This is an optimization exercise on Yosys and OpenROAD, whose aim is small area, a short achievable clock period and few clock cycles per item, not a production implementation. Function was not checked in any run shown here: the RTL went through the layout flow alone. The clock input has no modelled driver; a real chip could not lean on it and would need a root buffer or a full tree. Power figures rest on the tool's default switching activity, not on a simulated workload.

**flow/standard.sh**
```bash
#!/bin/bash
# synth_recipe.tcl (not shown) runs the flow's synth.tcl, then flattens the netlist and writes it again
# the make line also repeats each setting of config.mk as NAME=value (left out here)
make -C /OpenROAD-flow-scripts/flow DESIGN_CONFIG=/design/flow/config.mk WORK_HOME=/design/flow/orfs CLKGATE_MAP_FILE= SYNTH_SCRIPT=/design/flow/synth_recipe.tcl "${@:-finish}"
```
**flow/design.v**
```verilog
`timescale 1ns / 1ps
module fa3(input x, input y, input z, output s, output c);
    assign s = x ^ y ^ z;
    assign c = (x & y) | (x & z) | (y & z);
endmodule
module ha2(input x, input y, output s, output c);
    assign s = x ^ y;
    assign c = x & y;
endmodule
`timescale 1ns / 1ps
module function_calculator(
    input clk_i,
    input rst_i,
    input [15:0] sw_i,
    input start_i,
    output busy_o,
    output reg [15:0] y_calc
 );
    function [3:0] low4;
        input [5:0] ar;
        low4 = {ar[3] & (ar[4] ^ ar[5]), ar[4] & ~ar[3], 1'b0, ar[3]} + ar[2:0];
    endfunction
    wire [7:0] b_i = sw_i[7:0];
    wire [2:0] r_d = (b_i >= 8'd216) ? 3'd6 :
                     (b_i >= 8'd125) ? 3'd5 :
                     (b_i >= 8'd64)  ? 3'd4 :
                     (b_i >= 8'd27)  ? 3'd3 :
                     (b_i >= 8'd8)   ? 3'd2 :
                     (b_i >= 8'd1)   ? 3'd1 : 3'd0;
    wire [7:0] aa = sw_i[15:8];
    wire n0 = aa[2] & ~aa[1];
    wire n1 = aa[2] & aa[1];
    wire n2 = aa[3] & ~aa[2];
    wire n3 = aa[3] & aa[2];
    wire n4 = aa[4] & ~aa[3];
    wire n5 = aa[4] & aa[3];
    wire n6 = aa[5] & ~aa[4];
    wire n7 = aa[5] & aa[4];
    wire n8 = aa[6] & ~aa[5];
    wire n9 = aa[6] & aa[5];
    wire n10 = aa[7] & ~aa[6];
    wire n11 = aa[7] & aa[6];
    wire n12 = aa[0] & aa[3];
    wire n13 = aa[0] & aa[4];
    wire n14 = aa[0] & aa[5];
    wire n15 = aa[0] & aa[6];
    wire n16 = aa[0] & aa[7];
    wire n17 = aa[1] & aa[3];
    wire n18 = aa[1] & aa[4];
    wire n19 = aa[1] & aa[5];
    wire n20 = aa[1] & aa[6];
    wire n21 = aa[1] & aa[7];
    wire n22 = aa[2] & aa[4];
    wire n23 = aa[2] & aa[5];
    wire n24 = aa[2] & aa[6];
    wire n25 = aa[2] & aa[7];
    wire n26 = aa[3] & aa[5];
    wire n27 = aa[3] & aa[6];
    wire n28 = aa[3] & aa[7];
    wire n29 = aa[4] & aa[6];
    wire n30 = aa[4] & aa[7];
    wire n31 = aa[5] & aa[7];
    wire n32 = aa[0] & aa[1] & aa[2];
    wire n33, n34;
    ha2 un33 (.x(n3), .y(n15), .s(n33), .c(n34));
    wire n35, n36;
    fa3 un35 (.x(n4), .y(n16), .z(n20), .s(n35), .c(n36));
    wire n37, n38;
    fa3 un37 (.x(n5), .y(n21), .z(n24), .s(n37), .c(n38));
    wire n39, n40;
    ha2 un39 (.x(n6), .y(n25), .s(n39), .c(n40));
    wire n41, n42;
    ha2 un41 (.x(n7), .y(n28), .s(n41), .c(n42));
    wire n43, n44;
    ha2 un43 (.x(n0), .y(n12), .s(n43), .c(n44));
    wire n45, n46;
    fa3 un45 (.x(n1), .y(n13), .z(n17), .s(n45), .c(n46));
    wire n47, n48;
    fa3 un47 (.x(n2), .y(n14), .z(n18), .s(n47), .c(n48));
    wire n49, n50;
    fa3 un49 (.x(n19), .y(n22), .z(n33), .s(n49), .c(n50));
    wire n51, n52;
    fa3 un51 (.x(n23), .y(n34), .z(n35), .s(n51), .c(n52));
    wire n53, n54;
    fa3 un53 (.x(n26), .y(n36), .z(n37), .s(n53), .c(n54));
    wire n55, n56;
    fa3 un55 (.x(n27), .y(n38), .z(n39), .s(n55), .c(n56));
    wire n57, n58;
    fa3 un57 (.x(n29), .y(n40), .z(n41), .s(n57), .c(n58));
    wire n59, n60;
    fa3 un59 (.x(n8), .y(n30), .z(n42), .s(n59), .c(n60));
    wire n61, n62;
    ha2 un61 (.x(n9), .y(n31), .s(n61), .c(n62));
    wire n63, n64;
    ha2 un63 (.x(n32), .y(n43), .s(n63), .c(n64));
    wire n65, n66;
    ha2 un65 (.x(n44), .y(n45), .s(n65), .c(n66));
    wire n67, n68;
    ha2 un67 (.x(n46), .y(n47), .s(n67), .c(n68));
    wire n69, n70;
    ha2 un69 (.x(n48), .y(n49), .s(n69), .c(n70));
    wire n71, n72;
    ha2 un71 (.x(n50), .y(n51), .s(n71), .c(n72));
    wire n73, n74;
    ha2 un73 (.x(n52), .y(n53), .s(n73), .c(n74));
    wire n75, n76;
    ha2 un75 (.x(n54), .y(n55), .s(n75), .c(n76));
    wire n77, n78;
    ha2 un77 (.x(n56), .y(n57), .s(n77), .c(n78));
    wire n79, n80;
    ha2 un79 (.x(n58), .y(n59), .s(n79), .c(n80));
    wire n81, n82;
    ha2 un81 (.x(n60), .y(n61), .s(n81), .c(n82));
    wire n83, n84;
    ha2 un83 (.x(n10), .y(n62), .s(n83), .c(n84));
    wire n85 = n66 | (n65 & n64);
    wire n86 = n65 & 1'b0;
    wire n87 = n70 | (n69 & n68);
    wire n88 = n69 & n67;
    wire n89 = n74 | (n73 & n72);
    wire n90 = n73 & n71;
    wire n91 = n78 | (n77 & n76);
    wire n92 = n77 & n75;
    wire n93 = n82 | (n81 & n80);
    wire n94 = n81 & n79;
    wire n95 = 1'b0 | (n11 & n84);
    wire n96 = n11 & n83;
    wire n97 = n68 | (n67 & n85);
    wire n98 = n67 & n86;
    wire n99 = n87 | (n88 & n85);
    wire n100 = n88 & n86;
    wire n101 = n76 | (n75 & n89);
    wire n102 = n75 & n90;
    wire n103 = n91 | (n92 & n89);
    wire n104 = n92 & n90;
    wire n105 = n84 | (n83 & n93);
    wire n106 = n83 & n94;
    wire n107 = n95 | (n96 & n93);
    wire n108 = n96 & n94;
    wire n109 = n72 | (n71 & n99);
    wire n110 = n71 & n100;
    wire n111 = n89 | (n90 & n99);
    wire n112 = n90 & n100;
    wire n113 = n101 | (n102 & n99);
    wire n114 = n102 & n100;
    wire n115 = n103 | (n104 & n99);
    wire n116 = n104 & n100;
    wire n117 = n80 | (n79 & n115);
    wire n118 = n79 & n116;
    wire n119 = n93 | (n94 & n115);
    wire n120 = n94 & n116;
    wire n121 = n105 | (n106 & n115);
    wire n122 = n106 & n116;
    wire n123 = n107 | (n108 & n115);
    wire n124 = n108 & n116;
    wire n125 = n65 ^ n64;
    wire n126 = n67 ^ n85;
    wire n127 = n69 ^ n97;
    wire n128 = n71 ^ n99;
    wire n129 = n73 ^ n109;
    wire n130 = n75 ^ n111;
    wire n131 = n77 ^ n113;
    wire n132 = n79 ^ n115;
    wire n133 = n81 ^ n117;
    wire n134 = n83 ^ n119;
    wire n135 = n11 ^ n121;
    wire [11:0] hi = {n135, n134, n133, n132, n131, n130, n129, n128, n127, n126, n125, n63};
    always @(posedge clk_i) begin
        if (rst_i)
            y_calc <= 16'd0;
        else if (start_i)
            y_calc <= {hi, low4({aa[2:0], r_d})};
    end
    assign busy_o = 1'b0;
endmodule
```
**flow/config.mk**
```make
export PLATFORM = sky130hd
export DESIGN_NAME = function_calculator
export DESIGN_NICKNAME = function_calculator
export VERILOG_FILES = /design/flow/design.v
export SDC_FILE = /design/flow/constraint.sdc
export NUM_CORES = 4
export LEC_CHECK = 0
export ABC_AREA = 1
export CAP_MARGIN = 20
export CORE_MARGIN = 2
export CORE_UTILIZATION = 70
export SLEW_MARGIN = 20
export SYNTH_HIERARCHICAL = 1
export SYNTH_MINIMUM_KEEP_SIZE = 0
export BUFFER_PORTS_ARGS = -buffer_cell sky130_fd_sc_hd__buf_1
export CTS_ARGS = -buf_list sky130_fd_sc_hd__clkbuf_4 -root_buf sky130_fd_sc_hd__clkbuf_8 -dont_use_dummy_load -repair_clock_nets
export POST_CTS_TCL = /design/flow/flow/post_cts.tcl
```
**flow/constraint.sdc**
```tcl
create_clock -name core_clock -period 5.0 [get_ports {clk_i}]
set_input_delay 1.0000 -clock core_clock [delete_from_list [all_inputs] [get_ports {clk_i}]]
set_output_delay 1.0000 -clock core_clock [all_outputs]
set_load 0.01 [all_outputs]
```
**flow/flow/run.sh**
```bash
#!/bin/bash
# Standard layout with two changes:
#  - port buffers are buf_1 cells (the resizer's default pick is clkdlybuf4s50_1,
#    larger and slower);
#  - after CTS, the clock tree's leaf buffers are removed so one root clock
#    buffer drives every flip-flop (the design has only a few registers).
set -euo pipefail
here=$(pwd)
echo 'export BUFFER_PORTS_ARGS = -buffer_cell sky130_fd_sc_hd__buf_1' >> config.mk
echo 'export CTS_ARGS = -buf_list sky130_fd_sc_hd__clkbuf_4 -root_buf sky130_fd_sc_hd__clkbuf_8 -dont_use_dummy_load -repair_clock_nets' >> config.mk
echo "export POST_CTS_TCL = $here/flow/post_cts.tcl" >> config.mk
bash standard.sh > standard.log 2>&1
```
**flow/flow/post_cts.tcl**
```tcl
# Collapse the clock tree to a single buffer: every sink of a leaf clock
# buffer is moved onto the root buffer's output net, then the leaf buffers
# are deleted.
set block [ord::get_db_block]
set clk_port_net [$block findNet clk_i]
set root ""
foreach it [$clk_port_net getITerms] {
  set inst [$it getInst]
  if {[string match "*clkbuf*" [[$inst getMaster] getName]]} { set root $inst }
}
if {$root ne ""} {
  set rootnet [[$root findITerm X] getNet]
  set leaves {}
  foreach it [$rootnet getITerms] {
    set inst [$it getInst]
    if {$inst ne $root && [string match "*clkbuf*" [[$inst getMaster] getName]]} {
      lappend leaves $inst
    }
  }
  foreach leaf $leaves {
    set out [[$leaf findITerm X] getNet]
    set sinks {}
    foreach it [$out getITerms] {
      if {[$it getInst] ne $leaf} { lappend sinks $it }
    }
    foreach it $sinks {
      $it disconnect
      $it connect $rootnet
    }
    [$leaf findITerm A] disconnect
    [$leaf findITerm X] disconnect
    odb::dbInst_destroy $leaf
    odb::dbNet_destroy $out
  }
  puts "post_cts: moved sinks of [llength $leaves] leaf buffers onto [$root getName]"
}
estimate_parasitics -placement
report_clock_skew
report_checks -path_delay max -format end
```
==> results.py, run 1 <==
metrics = {
    "status": {
        "status": "finished clean",
    },
    "sta": {
        "slew_headroom_pct": 44.21,
        "fin_hold_ws_ns": 0.4666,
        "setup_viol": 0,
        "fin_worst_skew_ns": 0,
        "drv_slew": 0,
        "setup_ws_ns": 1.309,
        "maxClockFrequency_mhz": 270.9,
        "timing.final.crit_share_pct": 73.81,
        "rsz0062_at_grt": "no",
        "fin_crit_ns": 3.691,
        "worst_pin_slew_ns": 0.8368,
        "tns_ns": 0,
        "finalHoldViolations": 0,
    },
    "synth": {
        "synth_compound_area_share_pct": 6.899,
        "muxShareOfSynthArea_pct": 0,
        "synth-simple-area-share_pct": 26.96,
        "netlist_instances": 271,
        "synth-async-reset-ratio_pct": 0,
        "synth_cell_types": 23,
        "yosys-top-cells-count": "70 x nand2_1, 61 x inv_1, 35 x nor2_1, 25 x ha_1, 16 x dfxtp_1",
        "synth_ff_type": "dfxtp_1",
        "synth_area_leader_cell": "dfxtp_1",
        "syn_area_per_cell_um2": 6.491,
        "synth_nets": 325,
        "yosys.area_share.adder_pct": 29.16,
        "synth_top_family_by_area": "adder cells",
        "yosysTopAreaCellShare_pct": 18.21,
        "yosys-top-cells-area": "dfxtp_1 18%, ha_1 18%, nand2_1 15%, inv_1 13%, fa_1 11%",
        "synth.most_common_cell": "nand2_1",
        "synth_warnings": 7,
        "synth_seq_cells": 16,
        "synth.yosys.seq_area_share_pct": 18.21,
        "netlist_area_um2": 1759,
        "synth_xor_area_share_pct": 2.489,
        "synth_edf_count": 0,
    },
    "clock_network": {
        "cts.clk_slew.worst_paths_ns": 0.09,
        "cts.sinks": 16,
        "insertion_delay_ns": 0.15,
    },
    "floorplanning": {
        "rows": 18,
        "die_height_um": 54.13,
        "die_w_um": 54.13,
        "initial_core_util_pct": 72.33,
        "ios": 36,
        "die_area_um2": 2930,
        "core_area_um2": 2432,
    },
    "global_route": {
        "first_global_vias": 1286,
        "grt_util_all_layers_pct": 24.51,
        "grt_overflow_total": 0,
        "grt_pass1_wl_um": 5161,
        "antenna_found_initial": 0,
        "grt_max_degree": 22,
    },
    "place": {
        "numPortBuffers": 34,
        "place_congestion": 0.8527,
        "place_ws_ns": 1.177,
        "dp.final_hpwl_um": 2706,
    },
    "routing": {
        "drtPass1Iterations": 7,
        "drtIter0Drc": 43,
        "vias_per_cell": 4.929,
        "remaining_drc_errors": 0,
        "wirelength_um": 3231,
        "wl_per_cell_um": 9.942,
        "ant_nets": 0,
        "vias": 1602,
    },
    "worst_setup_path": {
        "crit_fanout": 9,
        "arrival_ns": 3.74,
        "setup.worst_path.start_class": "primary input",
        "end_kind": "register",
        "path_class": "in2reg",
        "cp_data_required_time_ns": 5.05,
    },
    "layout": {
        "diodes": 0,
        "area_delta_synth_final_pct": 7.113,
        "nets": 351,
        "n_fill_cell": 208,
        "largest_reg_flops": 16,
        "layout-drive-gt1-share_pct": 1.695,
        "largest-register": "y_calc",
        "top_regs": "y_calc x16",
    },
    "power": {
        "irDropWorstVdd_mv": 0.3254,
        "p_leak_nw": 1.197,
        "power.density_nw_per_um2": 201.6,
    },
    "min_path": {
        "worstHoldPathType": "reg2reg",
    },
    "flow_run": {
        "maxCapViolCount": 0,
    },
}
[Yosys stat by module, one instance, submodules excluded]
module | copies in the design | cell area [um^2]
fa3 | 10 | 20.02
function_calculator | 1 | 1359
ha2 | 16 | 12.51
[layer usage]
layer	share of wire (%)	global-route usage (%)	up-vias
li1	-	-	854
met1	45	33.28	710
met2	50	44.58	36
met3	4.5	2.222	2
met4	0.19	0	0
met5	0	0	-
[layout by cell type (no fill, tap or decap)]
| cell type | netlist | final |
|---|---|---|
| buf_1 | 0 | 34 |
| a21oi_1 | 11 | 11 |
| xnor2_1 | 3 | 3 |
| xor2_1 | 2 | 2 |
| a41oi_1 | 1 | 1 |
| fa_1 | 10 | 10 |
| ha_1 | 25 | 25 |
| inv_1 | 61 | 61 |
| o211ai_1 | 1 | 1 |
| o21ai_0 | 6 | 6 |
| nand2_2 | 4 | 4 |
| a21o_1 | 1 | 1 |
| clkbuf_8 | 0 | 1 |
| dfxtp_1 | 16 | 16 |
| nand2_1 | 70 | 70 |
| nor3_1 | 1 | 1 |
| nand3_1 | 10 | 10 |
| o21ai_1 | 1 | 1 |
| nor2_1 | 35 | 35 |
| a21boi_0 | 1 | 1 |
| conb_1 | 1 | 1 |
[where the power goes]
group | switching (W) | total, W | internal (W) | leakage (nW)
logic | 0.000109 | 0.000181 | 0.0000720 | 1.06
clock network | 0.0000306 | 0.0000491 | 0.0000185 | 0.00719
registers | 0.00000747 | 0.000149 | 0.000142 | 0.132
total | 0.000148 | 0.000380 | 0.000232 | 1.20
[metrics by stage]
step | cells | power, W | instance area [um^2] | utilization, %
6_report | 325 | 0.0003798 | 1884 | 77.47
5_1_grt | 325 | 0.0004147 | 1884 | 77.47
3_5_place_dp | 324 | 0.0003339 | 1871 | 76.90
3_3_place_gp | 324 | 0.0003289 | 1871 | 76.90
2_1_floorplan | 271 | 0.0002873 | 1759 | -
[final cells by class]
class / count / area [um^2] / area share (%)
tap: 30 / 37.54 / 1.992
multi-input combinational: 183 / 1156 / 61.35
timing repair buffer: 34 / 127.6 / 6.773
clock buffer: 1 / 13.76 / 0.7304
sequential: 16 / 320.3 / 17.00
inverter: 61 / 229.0 / 12.15
[cell families (layout without fill, tap and decap cells)]
group | Yosys count | in the layout
AND/OR/NAND/NOR | 120 | 120
buffers and inverters | 72 | 96
adder cells (fa/ha/maj) | 35 | 35
AO/OA/AOI/OAI | 22 | 22
flip-flops | 16 | 16
XOR/XNOR | 5 | 5
other | 1 | 1
[path summary, 6_finish.rpt]
kind | startpoint | end | slack (ns) | cells past startpoint
worst min register to register | y_calc[0] | y_calc[0] | 0.47 | 2
worst max-delay path | sw_i[12] | y_calc[13] | 1.31 | 15
worst max register to register | y_calc[7] | y_calc[7] | 4.26 | 4
worst min-delay path | y_calc[0] | y_calc[0] | 0.47 | 2
[critical path, cell delays in order]
cell and delay, ns:
buf_1 0.31, nand2_1 0.09, inv_1 0.08, fa_1 0.43
fa_1 0.47, ha_1 0.36, nand2_1 0.08, nand2_1 0.07
a21oi_1 0.16, nand2_2 0.09, ha_1 0.20, nor2_1 0.13
xnor2_1 0.07, o21ai_0 0.15, inv_1 0.05
==> run 2: changes to the inputs <==
--- a/flow/config.mk
+++ b/flow/config.mk
@@ -8,7 +8,7 @@
 export ABC_AREA = 1
 export CAP_MARGIN = 20
 export CORE_MARGIN = 2
-export CORE_UTILIZATION = 70
+export CORE_UTILIZATION = 40
 export SLEW_MARGIN = 20
 export SYNTH_HIERARCHICAL = 1
 export SYNTH_MINIMUM_KEEP_SIZE = 0
==> run 2 against run 1 <==
  * Largest cell class unchanged
  * Sequential power hardly changed
  * Highest routed layer unchanged
  * Largest power group unchanged
  * Non-clock buffer count stayed put
  * Utilization is 33 points lower
  * Register-to-register slack hardly changed
  * Setup slack better by 0.10 ns
  * Maximum frequency is 2.8% higher
  * Worst hold slack hardly changed
  * Clock power is 9.6% higher
  * Clock skew stayed put
  * Final cell count is 6.8% higher
  * Cell area is 1.5% higher
  * First-iteration DRC count is 120% higher
==> results.py, run 2 <==
metrics = {
    "floorplanning": {
        "rows": 24,
        "die_height_um": 70.32,
        "die_w_um": 70.32,
        "initial_core_util_pct": 40.97,
        "die_area_um2": 4944,
        "core_area_um2": 4294,
        "ios": 36,
    },
    "sta": {
        "tns_ns": 0,
        "timing.final.crit_share_pct": 71.78,
        "finalHoldViolations": 0,
        "worst_pin_slew_ns": 0.8197,
        "setup_viol": 0,
        "drv_slew": 0,
        "fin_worst_skew_ns": 0,
        "fin_crit_ns": 3.589,
        "fin_hold_ws_ns": 0.4671,
        "slew_headroom_pct": 45.36,
        "maxClockFrequency_mhz": 278.6,
        "rsz0062_at_grt": "no",
    },
    "global_route": {
        "grt_max_degree": 22,
        "grt_pass1_wl_um": 6320,
        "grt_util_all_layers_pct": 16.50,
        "grt_overflow_total": 0,
        "first_global_vias": 1576,
        "antenna_found_initial": 0,
    },
    "synth": {
        "muxShareOfSynthArea_pct": 0,
        "yosys-top-cells-area": "dfxtp_1 18%, ha_1 18%, nand2_1 15%, inv_1 13%, fa_1 11%",
        "yosys-top-cells-count": "70 x nand2_1, 61 x inv_1, 35 x nor2_1, 25 x ha_1, 16 x dfxtp_1",
        "synth_warnings": 7,
        "synth.most_common_cell": "nand2_1",
        "yosys.area_share.adder_pct": 29.16,
        "synth_ff_type": "dfxtp_1",
        "synth_compound_area_share_pct": 6.899,
        "synth_edf_count": 0,
        "yosysTopAreaCellShare_pct": 18.21,
        "syn_area_per_cell_um2": 6.491,
        "netlist_area_um2": 1759,
        "synth.yosys.seq_area_share_pct": 18.21,
        "synth-simple-area-share_pct": 26.96,
        "synth_top_family_by_area": "adder cells",
        "synth-async-reset-ratio_pct": 0,
        "synth_xor_area_share_pct": 2.489,
        "synth_seq_cells": 16,
        "synth_area_leader_cell": "dfxtp_1",
        "synth_cell_types": 23,
        "netlist_instances": 271,
        "synth_nets": 325,
    },
    "worst_setup_path": {
        "slowest_delay_ns": 0.47,
        "setup.worst_path.start_class": "primary input",
        "crit_fanout": 9,
        "timing.critical_path.buf_inv": 3,
        "path_cells": "buf_1 > nand2_1 > inv_1 > fa_1 > fa_1 > ha_1 > nand2_1 > nand2_1 > a21oi_1 > nand2_2 > ha_1 > nor2_1 > xnor2_1 > o21ai_0 > inv_1",
        "crit_path_frequent_cell": "nand2_1",
        "cp_data_required_time_ns": 5.07,
        "cp_slowest_cell": "fa_1",
        "arrival_ns": 3.66,
        "path_class": "in2reg",
        "critPathTopFamily": "adder cells",
        "end_kind": "register",
    },
    "routing": {
        "remaining_drc_errors": 0,
        "vias_per_cell": 4.646,
        "wl_per_cell_um": 9.793,
        "drtIter0Drc": 93,
        "wirelength_um": 3398,
        "drtPass1Iterations": 6,
        "ant_nets": 0,
        "vias": 1612,
    },
    "layout": {
        "diodes": 0,
        "nets": 351,
        "layout_common_cells": "70 x nand2_1, 61 x inv_1, 35 x nor2_1",
        "top_regs": "y_calc x16",
        "area_delta_synth_final_pct": 8.677,
        "finalNonFillerCells": 347,
        "largest-register": "y_calc",
        "layout-drive-gt1-share_pct": 1.695,
        "post-route-cell-area_um2": 1912,
        "n_fill_cell": 474,
        "layout_commonest_cell": "nand2_1",
        "largest_reg_flops": 16,
    },
    "clock_network": {
        "insertion_delay_ns": 0.16,
        "cts.clk_slew.worst_paths_ns": 0.10,
        "cts.sinks": 16,
    },
    "status": {
        "status": "finished clean",
    },
    "place": {
        "place_congestion": 0.8010,
        "dpl_cell_area_um2": 1898,
        "dp.final_hpwl_um": 2801,
        "dp_cells": 346,
        "numPortBuffers": 34,
    },
    "power": {
        "power.density_nw_per_um2": 198.8,
        "p_leak_nw": 1.197,
        "irDropWorstVdd_mv": 0.09973,
        "total_power_w": 0.0003800,
    },
    "flow_run": {
        "maxCapViolCount": 0,
    },
    "min_path": {
        "worstHoldPathType": "reg2reg",
    },
}
-- run 2: cell counts after synthesis --
No cell type changed its count.
-- run 2: metrics by stage --
stage | util [%] | worst slack [ns]
2_1_floorplan | - | 1.415
3_3_place_gp | 44.20 | 1.245
3_5_place_dp | 44.20 | 1.192
5_1_grt | 44.52 | 1.132
6_report | 44.52 | 1.411
-- run 2: kinds of logic after synthesis --
logic type | after synthesis
buffers and inverters | 72
xor gates and xnor gates | 5
AOI/OAI and AO/OA | 22
other | 1
adders and majority gates | 35
and+or+nand+nor | 120
DFF | 16
-- run 2: final timing paths --
check | endpoint | from | slack, ns | cells after the start
worst max-delay path | y_calc[13] | sw_i[12] | 1.41 | 15
worst min-delay path | y_calc[4] | y_calc[4] | 0.47 | 2
worst max register to register | y_calc[7] | y_calc[7] | 4.27 | 4
worst min register to register | y_calc[4] | y_calc[4] | 0.47 | 2
-- run 2: report_power, final --
part | internal, W | switching [W]
Combinational | 0.0000713 | 0.000106
Sequential | 0.000142 | 0.00000728
Clock | 0.0000187 | 0.0000352
Total | 0.000232 | 0.000148
-- run 2: per-layer routing --
layer / wire (um) / vias up / global-route usage, % / part of all wire (%)
met4: 65 / 0 / 3.632 / 1.9
met5: 0 / - / 0 / 0
met2: 1715 / 36 / 29.66 / 50
met1: 1445 / 720 / 20.93 / 43
li1: - / 850 / - / -
met3: 172 / 6 / 2.020 / 5.1
-- run 2: final cells by class --
class,instances,area (um^2),area share (%)
multi-input combinational,183,1156,60.47
sequential,16,320.3,16.75
inverter,61,229.0,11.98
timing repair buffer,34,127.6,6.675
tap,52,65.06,3.403
clock buffer,1,13.76,0.7199
-- run 2: worst min-delay path: cells and delay by family (launching register included) --
| kind | cells | cell delay (ns) |
|---|---|---|
| compound gates | 1 | 0.05 |
| flops | 1 | 0.32 |
| simple gates | 1 | 0.06 |
-- run 2: modules after synthesis, one instance, submodules excluded --
module,times used,cells inside,flip-flops and latches
function_calculator,1,245,16
fa3,10,1,0
ha2,16,1,0
==> run 3: changes to the inputs <==
--- a/flow/config.mk
+++ b/flow/config.mk
@@ -8,7 +8,7 @@
 export ABC_AREA = 1
 export CAP_MARGIN = 20
 export CORE_MARGIN = 2
-export CORE_UTILIZATION = 40
+export CORE_UTILIZATION = 50
 export SLEW_MARGIN = 20
 export SYNTH_HIERARCHICAL = 1
 export SYNTH_MINIMUM_KEEP_SIZE = 0
==> run 3 against run 2 <==
  * Still clean on timing, DRC and antenna
  * Combinational power about the same
  * Synthesized cell count stayed put
  * Maximum frequency shrank 0.29%
  * Sequential share of layout area increased by 0.066 points
  * Routed wire length is 4.9% lower
  * Clock-buffer cell count unchanged
  * Setup slack worse by 0.011 ns
  * Area after synthesis is the same
  * Clock skew unchanged
  * Total power shrank 0.76%
  * Global-route usage grew 3.6 points
  * Sequential power about the same
  * Critical path type unchanged
  * Critical endpoint unchanged
  * Largest power group unchanged
==> results.py, run 3 <==
metrics = {
    "worst_setup_path": {
        "arrival_ns": 3.66,
        "slowest_delay_ns": 0.47,
        "end_kind": "register",
        "path_class": "in2reg",
        "crit_path_frequent_cell": "nand2_1",
        "critPathTopFamily": "adder cells",
        "cp_slowest_cell": "fa_1",
        "cp_data_required_time_ns": 5.06,
        "timing.critical_path.buf_inv": 3,
        "path_cells": "buf_1 > nand2_1 > inv_1 > fa_1 > fa_1 > ha_1 > nand2_1 > nand2_1 > a21oi_1 > nand2_2 > ha_1 > nor2_1 > xnor2_1 > o21ai_0 > inv_1",
        "crit_fanout": 9,
        "setup.worst_path.start_class": "primary input",
    },
    "routing": {
        "vias_per_cell": 4.660,
        "wirelength_um": 3232,
        "vias": 1589,
        "wl_per_cell_um": 9.478,
        "ant_nets": 0,
        "drtIter0Drc": 76,
        "drtPass1Iterations": 4,
        "remaining_drc_errors": 0,
    },
    "floorplanning": {
        "die_w_um": 63.32,
        "ios": 36,
        "die_area_um2": 4009,
        "initial_core_util_pct": 52.31,
        "die_height_um": 63.32,
        "core_area_um2": 3363,
        "rows": 21,
    },
    "synth": {
        "synth-async-reset-ratio_pct": 0,
        "synth_warnings": 7,
        "synth.most_common_cell": "nand2_1",
        "synth.yosys.seq_area_share_pct": 18.21,
        "synth_cell_types": 23,
        "netlist_area_um2": 1759,
        "synth_seq_cells": 16,
        "yosysTopAreaCellShare_pct": 18.21,
        "synth_area_leader_cell": "dfxtp_1",
        "netlist_instances": 271,
        "yosys-top-cells-count": "70 x nand2_1, 61 x inv_1, 35 x nor2_1, 25 x ha_1, 16 x dfxtp_1",
        "synth_nets": 325,
        "synth_ff_type": "dfxtp_1",
        "yosys-top-cells-area": "dfxtp_1 18%, ha_1 18%, nand2_1 15%, inv_1 13%, fa_1 11%",
        "syn_area_per_cell_um2": 6.491,
        "synth_edf_count": 0,
    },
    "sta": {
        "fin_crit_ns": 3.599,
        "slew_headroom_pct": 41.45,
        "fin_worst_skew_ns": 0,
        "maxClockFrequency_mhz": 277.8,
        "fin_hold_ws_ns": 0.4673,
        "finalHoldViolations": 0,
        "worst_pin_slew_ns": 0.8782,
        "rsz0062_at_grt": "no",
        "setup_viol": 0,
        "drv_slew": 0,
        "timing.final.crit_share_pct": 71.99,
        "tns_ns": 0,
    },
    "layout": {
        "largest_reg_flops": 16,
        "layout-drive-gt1-share_pct": 1.695,
        "top_regs": "y_calc x16",
        "finalNonFillerCells": 341,
        "largest-register": "y_calc",
        "n_fill_cell": 375,
        "nets": 351,
        "layout_commonest_cell": "nand2_1",
        "diodes": 0,
        "layout_common_cells": "70 x nand2_1, 61 x inv_1, 35 x nor2_1",
        "post-route-cell-area_um2": 1904,
        "area_delta_synth_final_pct": 8.251,
    },
    "power": {
        "irDropWorstVdd_mv": 0.09403,
        "p_leak_nw": 1.197,
        "total_power_w": 0.0003771,
        "power.density_nw_per_um2": 198.0,
    },
    "global_route": {
        "grt_overflow_total": 0,
        "grt_max_degree": 22,
        "grt_util_all_layers_pct": 20.08,
        "grt_pass1_wl_um": 6237,
        "antenna_found_initial": 0,
        "first_global_vias": 1550,
    },
    "clock_network": {
        "cts.clk_slew.worst_paths_ns": 0.10,
        "insertion_delay_ns": 0.16,
        "cts.sinks": 16,
    },
    "flow_run": {
        "maxCapViolCount": 0,
    },
    "place": {
        "place_congestion": 0.7569,
        "dp_cells": 340,
        "dpl_cell_area_um2": 1891,
        "numPortBuffers": 34,
        "dp.final_hpwl_um": 2663,
    },
    "status": {
        "status": "finished clean",
    },
    "min_path": {
        "worstHoldPathType": "reg2reg",
    },
}
-- run 3: power breakdown --
part,switching (W),internal [W]
combinational,0.000105,0.0000709
sequential,0.00000694,0.000142
clock,0.0000339,0.0000186
total,0.000146,0.000231
-- run 3: tightest hold or removal path: stages (launching register included) --
cell and delay, ns:
dfxtp_1 0.32, nand2_1 0.06, a21oi_1 0.05
-- run 3: cell type report --
type / count / area [um^2] / area share [%]
Sequential cell: 16 / 320.3 / 16.82
Multi-Input combinational cell: 183 / 1156 / 60.71
Inverter: 61 / 229.0 / 12.02
Clock buffer: 1 / 13.76 / 0.7227
Tap cell: 46 / 57.56 / 3.022
Timing Repair Buffer: 34 / 127.6 / 6.702
-- run 3: kinds of logic after synthesis --
family	Yosys count	synth area share (%)
adders and majority gates	35	29.16
AOI/OAI and AO/OA	22	6.899
xor gates and xnor gates	5	2.490
and+or+nand+nor	120	26.96
other	1	0.2132
buffers and inverters	72	16.07
DFF	16	18.21
-- run 3: per-layer routing --
layer	GRT usage (%)	wire [um]	vias to the layer above
li1	-	-	852
met1	25.64	1442	698
met2	37.23	1588	37
met3	2.321	186	2
met4	2.446	15	0
met5	0	0	-
-- run 3: final timing paths --
kind | start | cells past startpoint | endpoint | slack (ns)
max reg2reg | y_calc[7] | 4 | y_calc[7] | 4.27
min reg2reg | y_calc[5] | 2 | y_calc[5] | 0.47
max | sw_i[10] | 15 | y_calc[13] | 1.40
min | y_calc[5] | 2 | y_calc[5] | 0.47
-- run 3: per-stage QoR --
stage          setup WS [ns]  utilization (%)
6_report               1.401            56.62
5_1_grt                1.023            56.62
2_1_floorplan          1.415                -
3_5_place_dp           1.205            56.21
3_3_place_gp           1.251            56.21
-- run 3: modules after synthesis (local to each module, per instance) --
module,copies in the design,flops+latches
ha2,16,0
function_calculator,1,16
fa3,10,0
==> run 4: changes to the inputs <==
--- a/flow/config.mk
+++ b/flow/config.mk
@@ -5,7 +5,7 @@
 export SDC_FILE = /design/flow/constraint.sdc
 export NUM_CORES = 4
 export LEC_CHECK = 0
-export ABC_AREA = 1
+export ABC_AREA = 0
 export CAP_MARGIN = 20
 export CORE_MARGIN = 2
 export CORE_UTILIZATION = 50
==> run 4 against run 3 <==
  * Still clean
  * Sequential power barely moved
  * Setup slack lost 0.40 ns
  * Sequential share of layout area increased by 0.74 points
  * Worst hold slack improved by 0.011 ns
  * Non-clock buffer count grew 1
  * First-iteration DRC count shrank 3.9%
  * Flip-flop and latch count is the same
  * Critical path depth down 2
  * Synthesized cell count shrank 35%
  * Largest cell class unchanged
==> results.py, run 4 <==
metrics = {
    "min_path": {
        "whs_path_depth": 1,
        "hold_path_end": "y_calc[14]",
        "min_from": "y_calc[14]",
        "worstHoldPathType": "reg2reg",
    },
    "global_route": {
        "top_usage_layer": "met2",
        "grtUsageMet3_pct": 1.261,
        "grt_max_degree": 18,
        "grtUsageMet1_pct": 28.48,
        "use_met2_pct": 35.71,
        "antenna_found_initial": 0,
        "grt_util_all_layers_pct": 20.33,
        "grt_overflow_total": 0,
        "first_global_vias": 1229,
        "grt_pass1_wl_um": 5478,
    },
    "sta": {
        "drv_slew": 0,
        "setup_ws_ns": 1.001,
        "maxClockFrequency_mhz": 250.1,
        "tns_ns": 0,
        "worst_pin_slew_ns": 0.6321,
        "timing.final.crit_share_pct": 79.97,
        "setup_viol": 0,
        "fin_worst_skew_ns": 0,
        "fin_crit_ns": 3.999,
        "slew_headroom_pct": 57.86,
        "rsz0062_at_grt": "no",
        "finalHoldViolations": 0,
    },
    "status": {
        "status": "finished clean",
    },
    "layout": {
        "layout_commonest_cell": "buf_1",
        "diodes": 0,
        "largest-register": "y_calc",
        "post-route-cell-area_um2": 1824,
        "layout_common_cells": "34 x buf_1, 25 x ha_1, 24 x and2_1",
        "layout-drive-gt1-share_pct": 3.382,
        "finalNonFillerCells": 251,
        "area_delta_synth_final_pct": 11.21,
        "final_core_util_pct": 59.27,
        "top_regs": "y_calc x16",
        "largest_reg_flops": 16,
        "n_fill_cell": 303,
        "nets": 263,
    },
    "floorplanning": {
        "initial_core_util_pct": 53.29,
        "rows": 20,
        "die_height_um": 61.28,
        "ios": 36,
        "die_w_um": 61.28,
        "core_area_um2": 3078,
        "die_area_um2": 3755,
    },
    "synth": {
        "netlist_area_um2": 1640,
        "synth_top_family_by_area": "adder cells",
        "synth_nets": 229,
        "synth_area_leader_cell": "dfxtp_1",
        "synth_seq_cells": 16,
        "synth_cell_types": 42,
        "synth_warnings": 7,
        "yosys.area_share.adder_pct": 32.49,
        "synth-simple-area-share_pct": 20.75,
        "yosysTopAreaCellShare_pct": 19.53,
        "syn_area_per_cell_um2": 9.373,
        "synth_xor_area_share_pct": 3.204,
        "synth-async-reset-ratio_pct": 0,
        "muxShareOfSynthArea_pct": 6.102,
        "netlist_instances": 175,
        "synth.yosys.seq_area_share_pct": 19.53,
        "yosys-top-cells-count": "25 x ha_1, 24 x and2_1, 17 x nor2_1, 16 x dfxtp_1",
        "yosys-top-cells-area": "dfxtp_1 20%, ha_1 19%, fa_1 12%, and2_1 9.2%, mux2i_1 6.1%",
        "synth_ff_type": "dfxtp_1",
        "synth_edf_count": 0,
        "synth_compound_area_share_pct": 15.33,
        "synth.most_common_cell": "ha_1",
    },
    "worst_setup_path": {
        "path_cells": "buf_1 > and2_1 > fa_1 > fa_1 > ha_1 > a211oi_2 > nor2_1 > a211o_1 > ha_1 > nor2_1 > xnor2_1 > mux2i_1 > nor2_1",
        "cp_slowest_cell": "fa_1",
        "crit_path_frequent_cell": "nor2_1",
        "crit_fanout": 9,
        "end_kind": "register",
        "path_class": "in2reg",
        "cp_data_required_time_ns": 5.02,
        "r2r_slack_ns": 4.32,
        "worstReg2RegStart": "y_calc[2]",
        "reg2regPathDepth": 2,
        "r2r-end": "y_calc[2]",
        "arrival_ns": 4.02,
        "slowest_delay_ns": 0.48,
        "setup.worst_path.start_class": "primary input",
    },
    "routing": {
        "ant_nets": 0,
        "drtPass1Iterations": 4,
        "vias_per_cell": 5.390,
        "drtIter0Drc": 73,
        "vias": 1353,
        "remaining_drc_errors": 0,
        "wirelength_um": 3145,
        "wl_per_cell_um": 12.53,
    },
    "place": {
        "numPortBuffers": 34,
        "dpl_cell_area_um2": 1810,
        "dp.final_hpwl_um": 2679,
        "place_congestion": 0.7996,
        "place_ws_ns": 0.8365,
        "dp_cells": 250,
    },
    "flow_run": {
        "maxCapViolCount": 0,
    },
    "clock_network": {
        "cts.clk_slew.worst_paths_ns": 0.09,
        "insertion_delay_ns": 0.15,
        "cts.sinks": 16,
    },
    "power": {
        "p_leak_nw": 0.8589,
        "irDropWorstVdd_mv": 0.2324,
        "power.density_nw_per_um2": 213.3,
    },
}
run 4: layout make-up:
cell class / count / area [um^2] / share of cell area, %
Multi-Input combinational cell: 150 / 1281 / 70.23
Sequential cell: 16 / 320.3 / 17.56
Timing Repair Buffer: 35 / 135.1 / 7.407
Tap cell: 44 / 55.05 / 3.018
Inverter: 5 / 18.77 / 1.029
Clock buffer: 1 / 13.76 / 0.7545
run 4: per-stage QoR:
stage | hold slack, ns | power, W
floorplan | 0.4992 | 0.0002907
global placement | 0.4490 | 0.0003420
detailed placement | 0.4663 | 0.0003468
global route | 0.5307 | 0.0004291
finish | 0.4785 | 0.0003891
run 4: Yosys stat by module, one instance, submodules excluded:
module / times used / cells / flip-flops and latches / cell area [um^2]
fa3: 10 / 1 / 0 / 20.02
function_calculator: 1 / 149 / 16 / 1240
ha2: 16 / 1 / 0 / 12.51
run 4: worst max-delay path, delay by kind of cell:
kind / cells / cell delay, ns
AO/OA/AOI/OAI: 2 / 0.54
XOR/XNOR: 1 / 0.09
adder cells (fa/ha/maj): 4 / 1.50
buffers and inverters: 1 / 0.27
multiplexers: 1 / 0.13
AND/OR/NAND/NOR: 4 / 0.48
run 4: worst max-delay path by stage:
stage	slack, ns	from	end	cells after the start
2_1_floorplan	1.27	sw_i[15]	y_calc[13]	12
3_3_place_gp	0.94	sw_i[14]	y_calc[13]	13
3_5_place_dp	0.84	sw_i[10]	y_calc[13]	13
5_1_grt	0.84	sw_i[14]	y_calc[13]	13
6_report	1.00	sw_i[10]	y_calc[13]	13
run 4: cell families (layout without fill, tap and decap cells):
group,Yosys count,in the layout
XOR/XNOR,6,6
buffers and inverters,9,41
flip-flops,16,16
AND/OR/NAND/NOR,62,62
adder cells (fa/ha/maj),37,37
multiplexers,10,10
AO/OA/AOI/OAI,34,34
other,1,1
run 4: per-layer routing:
layer	vias up	part of all wire, %
li1	684	-
met1	642	47
met2	25	50
met3	2	2.6
met4	0	0.38
met5	-	0
run 4: power breakdown:
group	total, W	switching, W	internal [W]
Clock	0.0000465	0.0000281	0.0000184
Sequential	0.000152	0.00000835	0.000144
Combinational	0.000190	0.000103	0.0000874
==> run 5: changes to the inputs <==
--- a/flow/config.mk
+++ b/flow/config.mk
@@ -8,7 +8,7 @@
 export ABC_AREA = 0
 export CAP_MARGIN = 20
 export CORE_MARGIN = 2
-export CORE_UTILIZATION = 50
+export CORE_UTILIZATION = 40
 export SLEW_MARGIN = 20
 export SYNTH_HIERARCHICAL = 1
 export SYNTH_MINIMUM_KEEP_SIZE = 0
==> run 5 against run 4 <==
  * Still clean on timing, DRC and antenna
  * Utilization fell by 13 points
  * Flip-flop and latch count stayed put
  * Critical path depth stayed put
  * Global-route usage is 4.0 points lower
  * Clock-buffer cell count is the same
  * Clock power up 6.9%
  * Maximum frequency up 1.9%
  * Combinational power shrank 3%
  * Sequential share of layout area is 0.072 points lower
  * Final cell count increased by 2.4%
  * Highest routed layer unchanged
==> results.py, run 5 <==
metrics = {
    "layout": {
        "largest_reg_flops": 16,
        "nets": 263,
        "layout-drive-gt1-share_pct": 3.382,
        "n_fill_cell": 424,
        "layout_commonest_cell": "buf_1",
        "layout_common_cells": "34 x buf_1, 25 x ha_1, 24 x and2_1",
        "largest-register": "y_calc",
        "area_delta_synth_final_pct": 11.67,
        "diodes": 0,
        "top_regs": "y_calc x16",
        "final_core_util_pct": 46.12,
    },
    "floorplanning": {
        "die_w_um": 68.04,
        "die_height_um": 68.04,
        "core_area_um2": 3971,
        "initial_core_util_pct": 41.30,
        "ios": 36,
        "die_area_um2": 4629,
        "rows": 23,
    },
    "worst_setup_path": {
        "crit_path_frequent_cell": "nor2_1",
        "crit_fanout": 10,
        "critPathTopFamily": "adder cells",
        "path_cells": "buf_1 > and2_1 > fa_1 > fa_1 > ha_1 > a211oi_2 > nor2_1 > a211o_1 > ha_1 > nor2_1 > xnor2_1 > mux2i_1 > nor2_1",
        "slowest_delay_ns": 0.48,
        "setup.worst_path.start_class": "primary input",
        "timing.critical_path.buf_inv": 1,
        "cp_slowest_cell": "fa_1",
        "r2r_slack_ns": 4.33,
        "worstReg2RegStart": "y_calc[2]",
        "arrival_ns": 3.95,
        "cp_data_required_time_ns": 5.03,
        "path_class": "in2reg",
        "crit_start": "sw_i[14]",
        "end_kind": "register",
    },
    "status": {
        "status": "finished clean",
    },
    "sta": {
        "finalHoldViolations": 0,
        "timing.final.crit_share_pct": 78.51,
        "fin_hold_ws_ns": 0.4816,
        "drv_slew": 0,
        "fin_crit_ns": 3.925,
        "maxClockFrequency_mhz": 254.8,
        "setup_ws_ns": 1.075,
        "fin_worst_skew_ns": 0,
        "tns_ns": 0,
        "setup_viol": 0,
        "rsz0062_at_grt": "no",
        "worst_pin_slew_ns": 0.6994,
        "slew_headroom_pct": 53.37,
    },
    "power": {
        "intPower_w": 0.0002481,
        "irDropWorstVdd_mv": 0.1621,
        "switching_power_w": 0.0001387,
        "power.share.switching_pct": 35.86,
        "power.density_nw_per_um2": 211.1,
        "power_frac_clock_pct": 12.9,
        "total_power_w": 0.0003868,
        "p_seq_share_pct": 39.3,
        "p_leak_nw": 0.8589,
        "pwr-share-comb_pct": 47.8,
    },
    "global_route": {
        "grt_overflow_total": 0,
        "first_global_vias": 1264,
        "grtUsageMet3_pct": 1.151,
        "grt_pass1_wl_um": 5499,
        "grt_max_degree": 18,
        "grt_util_all_layers_pct": 16.37,
        "grtUsageMet1_pct": 23.62,
        "top_usage_layer": "met2",
        "use_met2_pct": 26.82,
        "antenna_found_initial": 0,
    },
    "routing": {
        "vias_per_cell": 5.148,
        "vias": 1323,
        "wirelength_um": 3110,
        "wl_per_cell_um": 12.10,
        "remaining_drc_errors": 0,
        "drtIter0Drc": 66,
        "ant_nets": 0,
        "drtPass1Iterations": 4,
    },
    "min_path": {
        "min_from": "y_calc[14]",
        "worstHoldPathType": "reg2reg",
    },
    "place": {
        "numPortBuffers": 34,
        "place_congestion": 0.7723,
        "dp.final_hpwl_um": 2551,
        "place_ws_ns": 0.8719,
    },
    "flow_run": {
        "maxCapViolCount": 0,
    },
    "synth": {
        "synth.most_common_cell": "ha_1",
        "synth_cell_types": 42,
        "synth_edf_count": 0,
        "yosys-top-cells-area": "dfxtp_1 20%, ha_1 19%, fa_1 12%, and2_1 9.2%, mux2i_1 6.1%",
        "yosysTopAreaCellShare_pct": 19.53,
        "syn_area_per_cell_um2": 9.373,
        "netlist_instances": 175,
        "synth_area_leader_cell": "dfxtp_1",
        "synth-async-reset-ratio_pct": 0,
        "synth.yosys.seq_area_share_pct": 19.53,
        "yosys-top-cells-count": "25 x ha_1, 24 x and2_1, 17 x nor2_1, 16 x dfxtp_1",
        "synth_ff_type": "dfxtp_1",
        "synth_warnings": 7,
        "netlist_area_um2": 1640,
        "synth_nets": 229,
        "synth_seq_cells": 16,
    },
    "clock_network": {
        "insertion_delay_ns": 0.15,
        "cts.sinks": 16,
        "cts.clk_slew.worst_paths_ns": 0.09,
    },
}
[run 5: cell counts after synthesis]
Identical to the previous run, type by type.
[run 5: power by group through the flow]
stage	registers (W)	logic, W	clock network (W)
after floorplan	0.000162	0.000129	0
after global placement	0.000155	0.000187	0
after detailed placement	0.000155	0.000187	0
after global routing	0.000154	0.000215	0.0000577
final	0.000152	0.000185	0.0000497
[run 5: cells by family (layout without fill, tap and decap cells)]
| family | count (synthesis) | after routing | share of synthesized area [%] |
|---|---|---|---|
| and+or+nand+nor | 62 | 62 | 20.75 |
| adders and majority gates | 37 | 37 | 32.49 |
| buffers and inverters | 9 | 41 | 2.365 |
| DFF | 16 | 16 | 19.53 |
| muxes | 10 | 10 | 6.102 |
| other | 1 | 1 | 0.2286 |
| AOI/OAI and AO/OA | 34 | 34 | 15.33 |
| xor gates and xnor gates | 6 | 6 | 3.204 |
[run 5: stage by stage]
stage / instance area (um^2) / std cells
6_report: 1832 / 257
5_1_grt: 1832 / 257
3_5_place_dp: 1818 / 256
3_3_place_gp: 1818 / 256
2_1_floorplan: 1640 / 175
[run 5: layout make-up]
class / instances / area, um^2 / area share (%)
clock buffers: 1 / 13.76 / 0.7514
inverters: 5 / 18.77 / 1.025
flip-flops and latches: 16 / 320.3 / 17.49
multi-input cells: 150 / 1281 / 69.95
repair buffers: 35 / 135.1 / 7.377
well taps: 50 / 62.56 / 3.415
[run 5: worst paths after layout]
check | depth (start not counted) | to
worst max-delay path | 13 | y_calc[13]
worst min-delay path | 1 | y_calc[14]
worst max register to register | 2 | y_calc[2]
worst min register to register | 1 | y_calc[14]
[run 5: metal layers]
metal  vias up  part of all wire, %  routed length [um]
met5         -                    0                   0
met4         0                 0.74                  23
met3         2                  4.9                 151
met2        39                   42                1308
met1       596                   52                1627
li1        686                    -                   -
[run 5: modules after synthesis (local to each module, per instance)]
module	cells	flops+latches
function_calculator	149	16
fa3	1	0
ha2	1	0
==> run 6: changes to the inputs <==
--- a/flow/design.v
+++ b/flow/design.v
@@ -14,7 +14,7 @@
     input [15:0] sw_i,
     input start_i,
     output busy_o,
-    output reg [15:0] y_calc
+    output [15:0] y_calc
  );
     function [3:0] low4;
         input [5:0] ar;
@@ -27,7 +27,17 @@
                      (b_i >= 8'd27)  ? 3'd3 :
                      (b_i >= 8'd8)   ? 3'd2 :
                      (b_i >= 8'd1)   ? 3'd1 : 3'd0;
-    wire [7:0] aa = sw_i[15:8];
+    reg [7:0] aa;
+    reg [2:0] rr;
+    always @(posedge clk_i) begin
+        if (rst_i) begin
+            aa <= 8'd0;
+            rr <= 3'd0;
+        end else if (start_i) begin
+            aa <= sw_i[15:8];
+            rr <= r_d;
+        end
+    end
     wire n0 = aa[2] & ~aa[1];
     wire n1 = aa[2] & aa[1];
     wire n2 = aa[3] & ~aa[2];
@@ -165,11 +175,6 @@
     wire n134 = n83 ^ n119;
     wire n135 = n11 ^ n121;
     wire [11:0] hi = {n135, n134, n133, n132, n131, n130, n129, n128, n127, n126, n125, n63};
-    always @(posedge clk_i) begin
-        if (rst_i)
-            y_calc <= 16'd0;
-        else if (start_i)
-            y_calc <= {hi, low4({aa[2:0], r_d})};
-    end
+    assign y_calc = {hi, low4({aa[2:0], rr})};
     assign busy_o = 1'b0;
 endmodule
--- a/flow/config.mk
+++ b/flow/config.mk
@@ -5,7 +5,7 @@
 export SDC_FILE = /design/flow/constraint.sdc
 export NUM_CORES = 4
 export LEC_CHECK = 0
-export ABC_AREA = 0
+export ABC_AREA = 1
 export CAP_MARGIN = 20
 export CORE_MARGIN = 2
 export CORE_UTILIZATION = 40
==> run 6 against run 5 <==
  * Still clean on timing, DRC and antenna
  * Total power shrank 39%
  * Combinational power is about 50% lower
  * Final cell count rose by 18%
  * Sequential power down 31%
  * Sequential share of layout area decreased by 4.4 points
  * Clock power down 18%
  * Area after synthesis fell by 1.8%
  * Global-route usage fell by 1.9 points
  * Critical path depth stayed put
  * Utilization is 3.3 points lower
  * Maximum frequency down 3.5%
==> results.py, run 6 <==
metrics = {
    "status": {
        "status": "finished clean",
    },
    "floorplanning": {
        "ios": 36,
        "die_area_um2": 4553,
        "die_w_um": 67.48,
        "initial_core_util_pct": 40.88,
        "rows": 23,
        "die_height_um": 67.48,
        "core_area_um2": 3943,
    },
    "global_route": {
        "grt_overflow_total": 0,
        "grt_pass1_wl_um": 4905,
        "first_global_vias": 1243,
        "grt_max_degree": 18,
        "grt_util_all_layers_pct": 14.43,
        "antenna_found_initial": 0,
    },
    "synth": {
        "synth_cell_types": 23,
        "synth_area_leader_cell": "ha_1",
        "yosys-top-cells-area": "ha_1 19%, nand2_1 14%, dfxtp_1 14%, fa_1 12%, inv_1 11%",
        "synth.most_common_cell": "nand2_1",
        "netlist_area_um2": 1612,
        "synth_ff_type": "dfxtp_1",
        "syn_area_per_cell_um2": 6.743,
        "muxShareOfSynthArea_pct": 0,
        "synth-simple-area-share_pct": 22.67,
        "synth_compound_area_share_pct": 9.394,
        "netlist_instances": 239,
        "yosysTopAreaCellShare_pct": 19.41,
        "synth_nets": 293,
        "synth_seq_cells": 11,
        "synth_xor_area_share_pct": 3.261,
        "synth_warnings": 7,
        "yosys-top-cells-count": "59 x nand2_1, 47 x inv_1, 25 x ha_1, 23 x nor2_1, 14 x buf_4",
        "synth.yosys.seq_area_share_pct": 13.66,
        "synth_top_family_by_area": "adder cells",
        "yosys.area_share.adder_pct": 31.83,
        "synth-async-reset-ratio_pct": 0,
        "synth_edf_count": 0,
    },
    "clock_network": {
        "insertion_delay_ns": 0.13,
        "cts.clk_slew.worst_paths_ns": 0.07,
        "cts.sinks": 11,
    },
    "routing": {
        "drtPass1Iterations": 5,
        "vias": 1338,
        "ant_nets": 0,
        "wl_per_cell_um": 8.707,
        "wirelength_um": 2647,
        "remaining_drc_errors": 0,
        "drtIter0Drc": 37,
        "vias_per_cell": 4.401,
    },
    "sta": {
        "maxClockFrequency_mhz": 245.8,
        "tns_ns": 0,
        "drv_slew": 0,
        "fin_worst_skew_ns": 0,
        "finalHoldViolations": 0,
        "rsz0062_at_grt": "no",
        "timing.final.crit_share_pct": 81.36,
        "fin_crit_ns": 4.068,
        "setup_viol": 0,
    },
    "layout": {
        "area_delta_synth_final_pct": 4.659,
        "n_fill_cell": 438,
        "diodes": 0,
        "register_area_um2": 220.2,
        "top_regs": "aa x8, rr x3",
        "largest_reg_flops": 8,
        "multi_input_area_um2": 1086,
        "nets": 310,
        "layout_common_cells": "59 x nand2_1, 47 x inv_1, 34 x buf_1",
        "largest-register": "aa",
        "layout_commonest_cell": "nand2_1",
        "final_core_util_pct": 42.78,
        "layout-drive-gt1-share_pct": 3.150,
    },
    "worst_setup_path": {
        "path_class": "reg2out",
        "cp_slowest_cell": "dfxtp_1",
        "cp_data_required_time_ns": 4.00,
        "crit_fanout": 10,
        "path_cells": "nand2_1 > inv_1 > fa_1 > fa_1 > ha_1 > a21oi_2 > nor2_1 > nor2_2 > nand2_2 > ha_1 > nor2_1 > xnor2_1 > buf_1",
        "slowest_delay_ns": 0.50,
        "setup.worst_path.start_class": "register",
        "end_kind": "primary output",
        "arrival_ns": 3.07,
    },
    "power": {
        "total_power_w": 0.0002378,
        "p_leak_nw": 1.090,
        "power.density_nw_per_um2": 141.0,
        "irDropWorstVdd_mv": 0.1302,
    },
    "place": {
        "place_congestion": 0.7868,
        "dp.final_hpwl_um": 2327,
        "numPortBuffers": 34,
    },
    "flow_run": {
        "maxCapViolCount": 0,
    },
    "min_path": {
        "worstHoldPathType": "reg2reg",
    },
}
==> run 6: cell types whose count changed after synthesis, sizes merged, moves of 4 or more <==
| cell | previous run | this run |
|---|---|---|
| buf | 2 | 15 |
| a21oi | 4 | 14 |
| nor2 | 17 | 24 |
| inv | 5 | 47 |
| and2 | 24 | 0 |
| nor2b | 6 | 0 |
| mux2i | 10 | 0 |
| nand2 | 3 | 62 |
| dfxtp | 16 | 11 |
| a21o | 5 | 1 |
==> run 6: report_power, final <==
part           leakage (nW)  internal (W)  total [W]  switching (W)
Sequential           0.0915     0.0000939   0.000105      0.0000111
Clock               0.00719     0.0000183  0.0000406      0.0000223
Combinational         0.992     0.0000373  0.0000922      0.0000549
==> run 6: path summary, 6_finish.rpt <==
check | to | cells after the start | from | slack [ns]
setup reg to reg | aa[0] | 2 | aa[0] | 4.18
hold / removal | rr[0] | 2 | rr[0] | 0.49
setup / recovery | y_calc[13] | 13 | aa[2] | 0.93
hold reg to reg | rr[0] | 2 | rr[0] | 0.49
==> run 6: area by class of cell <==
| type | instances | area share [%] |
|---|---|---|
| clock buffers | 1 | 0.8160 |
| inverters | 47 | 10.46 |
| multi-input cells | 161 | 64.39 |
| flip-flops and latches | 11 | 13.06 |
| well taps | 50 | 3.709 |
| repair buffers | 34 | 7.567 |
==> run 6: critical path: cells and delay by family, from the launching register on <==
kind	cells	cell delay, ns
compound gates	1	0.17
buf+inv	2	0.24
flops	1	0.50
simple gates	5	0.43
fa+ha+maj	4	1.47
xor+xnor	1	0.12
==> run 6: metal layers <==
| layer | part of all wire (%) | global-route usage [%] | wire [um] |
|---|---|---|---|
| met5 | 0 | 0 | 0 |
| met1 | 48 | 18.77 | 1265 |
| met2 | 48 | 26.35 | 1269 |
| met3 | 3.8 | 1.500 | 100 |
| met4 | 0.42 | 1.531 | 11 |
==> run 6: Yosys stat by module, one instance, submodules excluded <==
module / area (um^2) / cells / flops+latches / copies in the design
function_calculator: 1211 / 213 / 11 / 1
fa3: 20.02 / 1 / 0 / 10
ha2: 12.51 / 1 / 0 / 16
==> run 6: logic make-up (layout without fill, tap and decap cells) <==
group | count (synthesis) | in the layout
compound gates | 27 | 27
xor+xnor | 6 | 6
simple gates | 92 | 92
fa+ha+maj | 35 | 35
buf+inv | 67 | 82
other cells | 1 | 1
flops | 11 | 11
==> run 6: metrics by stage <==
step | worst slack, ns | area [um^2] | cells | hold slack (ns)
final | 0.9322 | 1687 | 304 | 0.4863
after detailed placement | 1.043 | 1673 | 303 | 0.4741
after floorplan | 1.182 | 1612 | 239 | 0.4413
after global routing | 0.6018 | 1687 | 304 | 0.5151
after global placement | 1.141 | 1673 | 303 | 0.4616
==> run 7: changes to the inputs <==
--- a/flow/config.mk
+++ b/flow/config.mk
@@ -8,7 +8,7 @@
 export ABC_AREA = 1
 export CAP_MARGIN = 20
 export CORE_MARGIN = 2
-export CORE_UTILIZATION = 40
+export CORE_UTILIZATION = 50
 export SLEW_MARGIN = 20
 export SYNTH_HIERARCHICAL = 1
 export SYNTH_MINIMUM_KEEP_SIZE = 0
==> run 7 against run 6 <==
  * Synthesized cell count unchanged
  * Highest routed layer is now met3
  * Register-to-register slack about the same
  * Clock skew did not move
  * Flip-flop and latch count unchanged
  * Non-clock buffer count stayed put
  * Final cell count fell by 2.0%
  * Still clean
  * Area after synthesis unchanged
  * Via count shrank 0.67%
  * Largest power group unchanged
  * Combinational power is 0.4% lower
  * Sequential power barely moved
  * Worst hold slack lost 0.015 ns
==> results.py, run 7 <==
metrics = {
    "status": {
        "status": "finished clean",
    },
    "global_route": {
        "grt_pass1_wl_um": 4671,
        "grt_util_all_layers_pct": 16.69,
        "antenna_found_initial": 0,
        "grt_max_degree": 18,
        "grt_overflow_total": 0,
        "first_global_vias": 1234,
    },
    "sta": {
        "fin_hold_ws_ns": 0.4710,
        "fin_worst_skew_ns": 0,
        "fin_crit_ns": 4.076,
        "drv_slew": 0,
        "tns_ns": 0,
        "timing.final.crit_share_pct": 81.52,
        "maxClockFrequency_mhz": 245.3,
        "finalHoldViolations": 0,
        "setup_viol": 0,
        "rsz0062_at_grt": "no",
    },
    "layout": {
        "n_fill_cell": 346,
        "largest-register": "aa",
        "area_delta_synth_final_pct": 4.192,
        "layout_common_cells": "59 x nand2_1, 47 x inv_1, 34 x buf_1",
        "layout_commonest_cell": "nand2_1",
        "top_regs": "aa x8, rr x3",
        "largest_reg_flops": 8,
        "register_area_um2": 220.2,
        "nets": 310,
        "post-route-cell-area_um2": 1679,
        "finalNonFillerCells": 298,
        "multi_input_area_um2": 1086,
        "diodes": 0,
        "final_core_util_pct": 55.00,
        "layout-drive-gt1-share_pct": 3.150,
    },
    "clock_network": {
        "cts.clk_slew.worst_paths_ns": 0.07,
        "cts.sinks": 11,
        "insertion_delay_ns": 0.13,
    },
    "floorplanning": {
        "die_area_um2": 3693,
        "die_height_um": 60.77,
        "die_w_um": 60.77,
        "ios": 36,
        "rows": 20,
        "initial_core_util_pct": 52.79,
        "core_area_um2": 3053,
    },
    "synth": {
        "syn_area_per_cell_um2": 6.743,
        "synth_ff_type": "dfxtp_1",
        "synth_cell_types": 23,
        "synth.most_common_cell": "nand2_1",
        "netlist_instances": 239,
        "yosys-top-cells-count": "59 x nand2_1, 47 x inv_1, 25 x ha_1, 23 x nor2_1, 14 x buf_4",
        "yosys-top-cells-area": "ha_1 19%, nand2_1 14%, dfxtp_1 14%, fa_1 12%, inv_1 11%",
        "synth_nets": 293,
        "synth.yosys.seq_area_share_pct": 13.66,
        "synth-async-reset-ratio_pct": 0,
        "synth_warnings": 7,
        "netlist_area_um2": 1612,
        "yosysTopAreaCellShare_pct": 19.41,
        "synth_seq_cells": 11,
        "synth_area_leader_cell": "ha_1",
        "synth_edf_count": 0,
    },
    "place": {
        "dp_cells": 297,
        "dp.final_hpwl_um": 2250,
        "dpl_cell_area_um2": 1665,
        "numPortBuffers": 34,
        "place_congestion": 0.7465,
    },
    "worst_setup_path": {
        "slowest_delay_ns": 0.51,
        "arrival_ns": 3.08,
        "path_class": "reg2out",
        "end_kind": "primary output",
        "worstReg2RegStart": "aa[5]",
        "setup.worst_path.start_class": "register",
        "cp_data_required_time_ns": 4.00,
        "path_cells": "nand2_1 > inv_1 > fa_1 > fa_1 > ha_1 > a21oi_2 > nor2_1 > nor2_2 > nand2_2 > ha_1 > nor2_1 > xnor2_1 > buf_1",
        "crit_fanout": 10,
        "crit_start": "aa[2]",
        "cp_slowest_cell": "dfxtp_1",
    },
    "routing": {
        "vias_per_cell": 4.460,
        "remaining_drc_errors": 0,
        "wl_per_cell_um": 8.785,
        "vias": 1329,
        "wirelength_um": 2618,
        "ant_nets": 0,
        "drtPass1Iterations": 4,
        "drtIter0Drc": 51,
    },
    "min_path": {
        "min_from": "rr[0]",
        "worstHoldPathType": "reg2reg",
    },
    "power": {
        "irDropWorstVdd_mv": 0.1184,
        "p_leak_nw": 1.090,
        "power.density_nw_per_um2": 141.3,
    },
    "flow_run": {
        "maxCapViolCount": 0,
    },
}
## run 7: cells by family after synthesis
kind of cell	share of synthesized area [%]
adders and majority gates	31.83
and+or+nand+nor	22.67
xor gates and xnor gates	3.261
AOI/OAI and AO/OA	9.395
other	0.2327
DFF	13.66
buffers and inverters	18.94
## run 7: worst paths after layout
path	slack, ns	endpoint	depth (start not counted)
setup / recovery	0.92	y_calc[13]	13
hold / removal	0.47	rr[0]	2
setup reg to reg	4.17	aa[5]	2
hold reg to reg	0.47	rr[0]	2
## run 7: metrics by stage
stage	total power (W)	setup WS, ns
floorplan	0.0001899	1.182
global placement	0.0002001	1.129
detailed placement	0.0002000	1.080
global route	0.0002601	0.6460
finish	0.0002372	0.9239
## run 7: worst max-delay path, delay by kind of cell, from the launching register on
| kind | cells | cell delay, ns |
|---|---|---|
| fa+ha+maj | 4 | 1.44 |
| flops | 1 | 0.51 |
| simple gates | 5 | 0.44 |
| buf+inv | 2 | 0.24 |
| compound gates | 1 | 0.18 |
| xor+xnor | 1 | 0.13 |
## run 7: report_power, final
part	internal [W]	switching, W	total (W)
logic	0.0000371	0.0000548	0.0000918
clock network	0.0000183	0.0000220	0.0000402
registers	0.0000939	0.0000112	0.000105
## run 7: final cells by class
cell class              count  area share, %
flip-flops and latches     11          13.11
multi-input cells         161          64.68
clock buffers               1         0.8197
repair buffers             34          7.601
inverters                  47          10.51
well taps                  44          3.279
## run 7: modules after synthesis, one instance, submodules excluded
module	flops+latches	copies in the design	cells inside	cell area, um^2
ha2	0	16	1	12.51
function_calculator	11	1	213	1211
fa3	0	10	1	20.02
## run 7: layer usage
metal | part of all wire [%] | vias to the layer above | global-route usage (%) | wire length (um)
met1 | 52 | 561 | 22.61 | 1360
li1 | - | 742 | - | -
met5 | 0 | - | 0 | 0
met2 | 44 | 26 | 30.72 | 1151
met4 | 0 | 0 | 0 | 0
met3 | 4.0 | 0 | 1.493 | 106

static timing again, ports no longer ideal:
The results above use ideal ports. As a check the final layouts listed here were re-extracted and re-timed, cells and wires unchanged.
Step 1: set_driving_cell puts a clkbuf_16 on clk_i and a buf_2 on each other input, an assumption about the parent block.
Step 2 also shifts input and output timing later by t, the mid clock arrival at the registers, as if the neighbouring blocks saw the same clock.
Slacks: ideal / step 1 / step 2; pairs: ideal / step 1.
run | t (ns) | setup slack, ns | slew at the worst register clock pin (ns)
run 1 | 0.171 | 1.309 / 1.300 / 1.130 | 0.09 / 0.09
run 2 | 0.184 | 1.411 / 1.414 / 1.230 | 0.10 / 0.10
run 3 | 0.181 | 1.401 / 1.403 / 1.222 | 0.10 / 0.10
run 4 | 0.166 | 1.001 / 0.996 / 0.830 | 0.09 / 0.09
run 5 | 0.173 | 1.075 / 1.074 / 0.900 | 0.09 / 0.09
run 6 | 0.158 | 0.932 / 0.910 / 1.067 | 0.07 / 0.07
run 7 | 0.153 | 0.924 / 0.905 / 1.058 | 0.07 / 0.07
After both steps every run listed still meets setup and hold. The setup slack of run 2, which loses most, moves by +0.003 ns with the drivers and by -0.181 ns with both steps.
